This is an optimization exercise on Yosys and OpenROAD, whose aim is small area, not a production implementation. RTL that was checked went through simulation tests only; none was proved equivalent to the original.

==> wip/cedar: inputs <==
## aes_bp_graph_coloring
module aes_bp_graph_coloring (
  input           clk,
  input  [7:0] share0_in,
  input  [7:0] share1_in,
  input  [51:0] rand_bit_share0,
  input  [51:0] rand_bit_share1,
  output [7:0] o_share0,
  output [7:0] o_share1
);
==> flow/config.mk <==
export PLATFORM = sky130hd
export DESIGN_NAME = aes_bp_graph_coloring
export DESIGN_NICKNAME = aes_bp_graph_coloring
export VERILOG_FILES = /design/flow/design.v
export SDC_FILE = /design/flow/constraint.sdc
export NUM_CORES = 4
export LEC_CHECK = 0
export CAP_MARGIN = 20
export CORE_MARGIN = 2
export CORE_UTILIZATION = 40
export GPL_TIMING_DRIVEN = 0
export SLEW_MARGIN = 20
export SYNTH_HIERARCHICAL = 1
==> flow/constraint.sdc <==
create_clock -name core_clock -period 5.0 [get_ports {clk}]
set_input_delay 1.0000 -clock core_clock [delete_from_list [all_inputs] [get_ports {clk}]]
set_output_delay 1.0000 -clock core_clock [all_outputs]
set_load 0.01 [all_outputs]
standard.sh (not shown) runs the stock make flow with config.mk's settings and CLKGATE_MAP_FILE= SYNTH_SCRIPT=/design/flow/synth_recipe.tcl, a recipe that flattens the netlist after the stock synthesis.
==> flow/flow/run.sh <==
#!/bin/bash
set -euo pipefail
bash standard.sh "BUFFER_PORTS_ARGS=-buffer_cell sky130_fd_sc_hd__buf_1" "CTS_ARGS=-sink_clustering_enable -repair_clock_nets -dont_use_dummy_load -buf_list sky130_fd_sc_hd__clkbuf_4 -sink_clustering_size 11 -sink_clustering_max_diameter 50" finish > standard_flow.log 2>&1
==> inputs of wip/juniper, as changes to wip/cedar <==
==> flow/flow/run.sh (replaced) <==
#!/bin/bash
set -euo pipefail
bash standard.sh "BUFFER_PORTS_ARGS=-buffer_cell sky130_fd_sc_hd__buf_1" "CTS_ARGS=-sink_clustering_enable -repair_clock_nets -dont_use_dummy_load -buf_list sky130_fd_sc_hd__clkbuf_4 -sink_clustering_size 10 -sink_clustering_max_diameter 50" finish > standard_flow.log 2>&1
==> comparison table <==
metric                                                               wip/cedar              wip/juniper
Status                                                 complete, no violations  complete, no violations
Layout Utilization                                                      44.88%                   44.94%
Met2 wire len                                                          8594 um                  8656 um
Clock buffers created by TritonCTS                                          27                       29
Proportion of cell area occupied by multi-input gates                   43.91%                   43.85%
Clock-pin slew on the worst setup and hold paths                       0.12 ns                  0.09 ns
Least-Margin Pin Slew                                                0.7398 ns                0.7505 ns
Number of nets in the layout                                             1,094                    1,096
Final std cell area, no fill                                       10,600 um^2              10,610 um^2
Rel. slew slack                                                         50.33%                   49.61%
Flop2flop setup slack                                                  0.90 ns                  0.91 ns
Start point of the worst hold path                                     ra22_d2                b1_d2_t17
All-Layer GR Usage                                                      14.10%                   14.12%
First drt pass iteration count                                               5                        4


==> inputs of exp/lagoon <==
aes_bp_graph_coloring, a different RTL version from the one above (not shown whole).
clock: 5.0 ns
lec_check: 0
cap_margin: 0
core_margin: 2
core_utilization: 40
slew_margin: 0
synth_hierarchical: 1
==> flow/flow/run.sh <==
#!/bin/bash
set -euo pipefail
bash standard.sh "BUFFER_PORTS_ARGS=-buffer_cell sky130_fd_sc_hd__buf_1" "CTS_ARGS=-sink_clustering_enable -repair_clock_nets -dont_use_dummy_load -buf_list sky130_fd_sc_hd__clkbuf_4 -sink_clustering_size 10 -sink_clustering_max_diameter 50" finish > standard_flow.log 2>&1
==> inputs of exp/xenon, as changes to exp/lagoon <==
--- a/flow/config.mk
+++ b/flow/config.mk
@@ -7,6 +7,6 @@
 export LEC_CHECK = 0
-export CAP_MARGIN = 0
+export CAP_MARGIN = 20
 export CORE_MARGIN = 2
 export CORE_UTILIZATION = 40
-export SLEW_MARGIN = 0
+export SLEW_MARGIN = 20
 export SYNTH_HIERARCHICAL = 1
==> qor summary <==
quantity	exp/xenon	exp/lagoon
Outcome	complete, no violations	complete, no violations
DR WL met2	8.897 mm	8.897 mm
Count of instances resized after the clock tree is built	0	0
Largest stage delay on the critical path	0.42 ns	0.42 ns
Tmin final	4.597 ns	4.597 ns
Fraction of final layout cells sized beyond drive strength 1	3.737%	3.737%
GPL Wtd Cong	0.8099	0.8099
Most frequent standard cell in the layout excluding fill and tap cells	xor2_1	xor2_1
Achievable clock frequency	0.2175 GHz	0.2175 GHz
Non-Filler Cell Area, Final	0.01080 sq mm	0.01080 sq mm
Setup-failing EPs final	0	0
Area share of fa/ha/maj cells after synthesis	0%	0%
Worst flop-to-flop path endpoint	T6_1$_DFF_P_	T6_1$_DFF_P_
ClkCell Share	2.085%	2.085%
Top Layer Used	met4	met4
Number of inserted filler cells in the final layout	2,292	2,292
Endpoint of the worst setup timing path	o_share1[3]	o_share1[3]
Count of routing violations after the opening detailed-route iteration	191	191
Sequential standard cell area	0.005105 sq mm	0.005105 sq mm
DIE AREA	0.02577 sq mm	0.02577 sq mm
Clock buffers created by TritonCTS	30	30
Multi-Input Combinational	614	614
Finished Core Util	44.68%	44.68%


==> job 5680 <==
Another version of the RTL of aes_bp_graph_coloring (not shown whole).
==> flow/config.mk <==
export PLATFORM = sky130hd
export DESIGN_NAME = aes_bp_graph_coloring
export DESIGN_NICKNAME = aes_bp_graph_coloring
export VERILOG_FILES = /design/flow/design.v
export SDC_FILE = /design/flow/constraint.sdc
export NUM_CORES = 4
export LEC_CHECK = 0
export CAP_MARGIN = 20
export CORE_MARGIN = 2
export CORE_UTILIZATION = 40
export SLEW_MARGIN = 20
==> flow/constraint.sdc <==
create_clock -name core_clock -period 5.0 [get_ports {clk}]
set_input_delay 1.0000 -clock core_clock [delete_from_list [all_inputs] [get_ports {clk}]]
set_output_delay 1.0000 -clock core_clock [all_outputs]
set_load 0.01 [all_outputs]
run.sh (not shown) runs the stock make flow with config.mk's settings and CLKGATE_MAP_FILE= SYNTH_SCRIPT=/design/flow/synth_recipe.tcl, a recipe that flattens the netlist after the stock synthesis.
Stock flow here: none of the scripts above is used.
==> inputs of job 4624, as changes to job 5680 <==
--- a/flow/config.mk
+++ b/flow/config.mk
@@ -5,6 +5,8 @@
 export SDC_FILE = /design/flow/constraint.sdc
 export NUM_CORES = 4
 export LEC_CHECK = 0
+export ABC_AREA = 1
+export ABC_CLOCK_PERIOD_IN_PS = 20000
 export CAP_MARGIN = 20
 export CORE_MARGIN = 2
 export CORE_UTILIZATION = 40
==> comparison <==
Job 5680 completed without violations. Job 4624 completed with no timing, DRC or antenna violations.
Between job 4624 and job 5680, the lower worst setup slack is in job 5680 (gap 0.50 ns).
Between job 4624 and job 5680, the lower final area is in job 5680 (gap 6.8%, measured against job 5680).
Against job 4624, the critical path depth of job 5680 is lower by 3.
Function was not checked in any run of this note: the RTL went through the layout flow alone.


==> run C: inputs <==
Another version of the RTL of aes_bp_graph_coloring (not shown whole).
// aes_bp_graph_coloring
module aes_bp_graph_coloring (
  input           clk,
  input  [7:0] share0_in,
  input  [7:0] share1_in,
  input  [51:0] rand_bit_share0,
  input  [51:0] rand_bit_share1,
  output [7:0] o_share0,
  output [7:0] o_share1
);
clock: 5.0 ns
lec_check: 0
cap_margin: 20
core_margin: 2
core_utilization: 40
slew_margin: 20
synth_hierarchical: 1
==> inputs of run A, as changes to run C <==
==> flow/flow/run.sh (new file) <==
#!/bin/bash
set -euo pipefail
bash standard.sh "BUFFER_PORTS_ARGS=-buffer_cell sky130_fd_sc_hd__buf_1" finish > standard_flow.log 2>&1
==> flow/standard.sh (new file) <==
#!/bin/bash
# synth_recipe.tcl (not shown) runs the flow's synth.tcl, then flattens the netlist and writes it again
# the make line also repeats each setting of config.mk as NAME=value (left out here)
make -C /OpenROAD-flow-scripts/flow DESIGN_CONFIG=/design/flow/config.mk WORK_HOME=/design/flow/orfs CLKGATE_MAP_FILE= SYNTH_SCRIPT=/design/flow/synth_recipe.tcl "${@:-finish}"
removed: flow/run.sh
==> comparison table <==
quantity                                                          run A                    run C
Outcome                                         complete, no violations  complete, no violations
Relative max-transition margin                                    49.3%                    50.4%
Count of clock-net buffers in the final layout                       39                       37
Num CTS Buffers                                                      25                       26
Gp weighted congestion                                            0.821                    0.855
Vias per cell                                                      4.05                     4.08
Wire length of the first global-routing pass                    30.8 mm                  31.6 mm
Register-to-Register Setup Slack                                2.10 ns                  2.16 ns
Arrival @ worst endpoint                                        2.92 ns                  3.33 ns
Slowest stage cell, crit path                                    xor2_1          clkdlybuf4s50_1
Iteration-0 DRC Markers                                             150                      163
Post-detail-place hpwl                                          16.1 mm                  16.8 mm


==> build 27: inputs <==
aes_bp_graph_coloring, a different RTL version from the one above (not shown whole).
export LEC_CHECK = 0
export CAP_MARGIN = 20
export CORE_MARGIN = 2
export CORE_UTILIZATION = 40
export SLEW_MARGIN = 20
export SYNTH_HIERARCHICAL = 1
create_clock -name core_clock -period 5.0 [get_ports {clk}]
standard.sh (not shown) runs the stock make flow with config.mk's settings and CLKGATE_MAP_FILE= SYNTH_SCRIPT=/design/flow/synth_recipe.tcl, a recipe that flattens the netlist after the stock synthesis.
==> flow/flow/run.sh <==
#!/bin/bash
set -euo pipefail
bash standard.sh "BUFFER_PORTS_ARGS=-buffer_cell sky130_fd_sc_hd__buf_1" "CTS_ARGS=-sink_clustering_enable -repair_clock_nets -dont_use_dummy_load -buf_list {sky130_fd_sc_hd__clkbuf_2 sky130_fd_sc_hd__clkbuf_4}" finish > standard_flow.log 2>&1
==> trial 70 (differences from build 27) <==
==> flow/flow/run.sh (replaced) <==
#!/bin/bash
set -euo pipefail
bash standard.sh "BUFFER_PORTS_ARGS=-buffer_cell sky130_fd_sc_hd__buf_1" "CTS_ARGS=-sink_clustering_enable -repair_clock_nets -dont_use_dummy_load" finish > standard_flow.log 2>&1
==> trial 94 (differences from build 27) <==
==> flow/flow/run.sh (replaced) <==
#!/bin/bash
set -euo pipefail
bash standard.sh "BUFFER_PORTS_ARGS=-buffer_cell sky130_fd_sc_hd__buf_1" "CTS_ARGS=-sink_clustering_enable -repair_clock_nets -dont_use_dummy_load -buf_list sky130_fd_sc_hd__clkbuf_4 -sink_clustering_size 8 -sink_clustering_max_diameter 40" finish > standard_flow.log 2>&1
==> notes.md <==
Highest attainable clock frequency: build 27 0.251 GHz; trial 70 0.262 GHz; trial 94 0.255 GHz
Post-route insts no fill: build 27 1383; trial 70 1350; trial 94 1366
Clock root buffer: build 27 clkbuf_4; trial 70 clkbuf_16; trial 94 clkbuf_4
Post-Route WL: build 27 19000 um; trial 70 18800 um; trial 94 18900 um
Multi-input gate share of total cell area: build 27 44.6%; trial 70 43.9%; trial 94 45.1%
Layout cell share with drive strength beyond 1: build 27 5.51%; trial 70 2.55%; trial 94 3.96%
Met1 Track Usage GR: build 27 18.6%; trial 70 18.8%; trial 94 18.6%
Clock tree skew after final layout: build 27 0.0509 ns; trial 70 0.0178 ns; trial 94 0.0558 ns
Clock buffer count in the final layout: build 27 57; trial 70 25; trial 94 40
Arrival time reported for the critical path endpoint: build 27 2.98 ns; trial 70 2.82 ns; trial 94 2.92 ns
Final design area excluding fillers: build 27 11300 um^2; trial 70 11500 um^2; trial 94 11200 um^2
Run status: build 27 timing/DRC/antenna clean; trial 70 timing/DRC/antenna clean; trial 94 timing/DRC/antenna clean
Post-detailed-route wirelength per cell: build 27 13.7 um; trial 70 13.9 um; trial 94 13.8 um

port drivers added, routing unchanged:
In the flow no input, the clock included, has a driving cell. The finished layouts below were timed again as built, in two steps.
Step 1 assumes that a clkbuf_16 drives the clock port and a buf_2 every other input.
Step 2 also shifts input and output timing later by t, the mid clock arrival at the registers, as if the neighbouring blocks saw the same clock.
Three values: ideal, step 1, step 2; two values: the first two.
run | t (ns) | slack for setup (ns) | worst hold slack (ns) | worst setup path at the end | clock arrival spread, ns
wip/cedar | 0.671 | 0.384 / 0.344 / 0.593 | 0.327 / 0.327 / 0.327 | input to register | 0.032 / 0.031
wip/juniper | 0.673 | 0.412 / 0.373 / 0.590 | 0.300 / 0.300 / 0.300 | input to register | 0.038 / 0.038
exp/lagoon | 0.667 | 0.403 / 0.360 / 0.642 | 0.321 / 0.321 / 0.321 | input to register | 0.079 / 0.079
exp/xenon | 0.667 | 0.403 / 0.360 / 0.642 | 0.321 / 0.321 / 0.321 | input to register | 0.079 / 0.079
job 5680 | 0.558 | 0.679 / 0.628 / 1.061 | 0.315 / 0.315 / 0.315 | input to register | 0.017 / 0.017
job 4624 | 0.582 | 1.178 / 1.124 / 1.706 | 0.320 / 0.320 / 0.320 | register to output | 0.031 / 0.032
run C | 0.560 | 0.672 / 0.622 / 0.746 | 0.305 / 0.305 / 0.305 | input to register | 0.024 / 0.024
run A | 0.556 | 1.085 / 1.036 / 1.089 | 0.316 / 0.316 / 0.316 | input to register | 0.029 / 0.029
build 27 | 0.662 | 1.022 / 0.983 / 1.080 | 0.302 / 0.302 / 0.302 | input to register | 0.057 / 0.058
trial 70 | 0.541 | 1.176 / 1.133 / 1.060 | 0.306 / 0.306 / 0.306 | input to register | 0.020 / 0.020
trial 94 | 0.631 | 1.085 / 1.045 / 1.064 | 0.293 / 0.293 / 0.293 | input to register | 0.064 / 0.064
After both steps every run listed still meets setup and hold. The setup slack of trial 70, which loses most, moves by -0.043 ns with the drivers and by -0.116 ns with both steps.
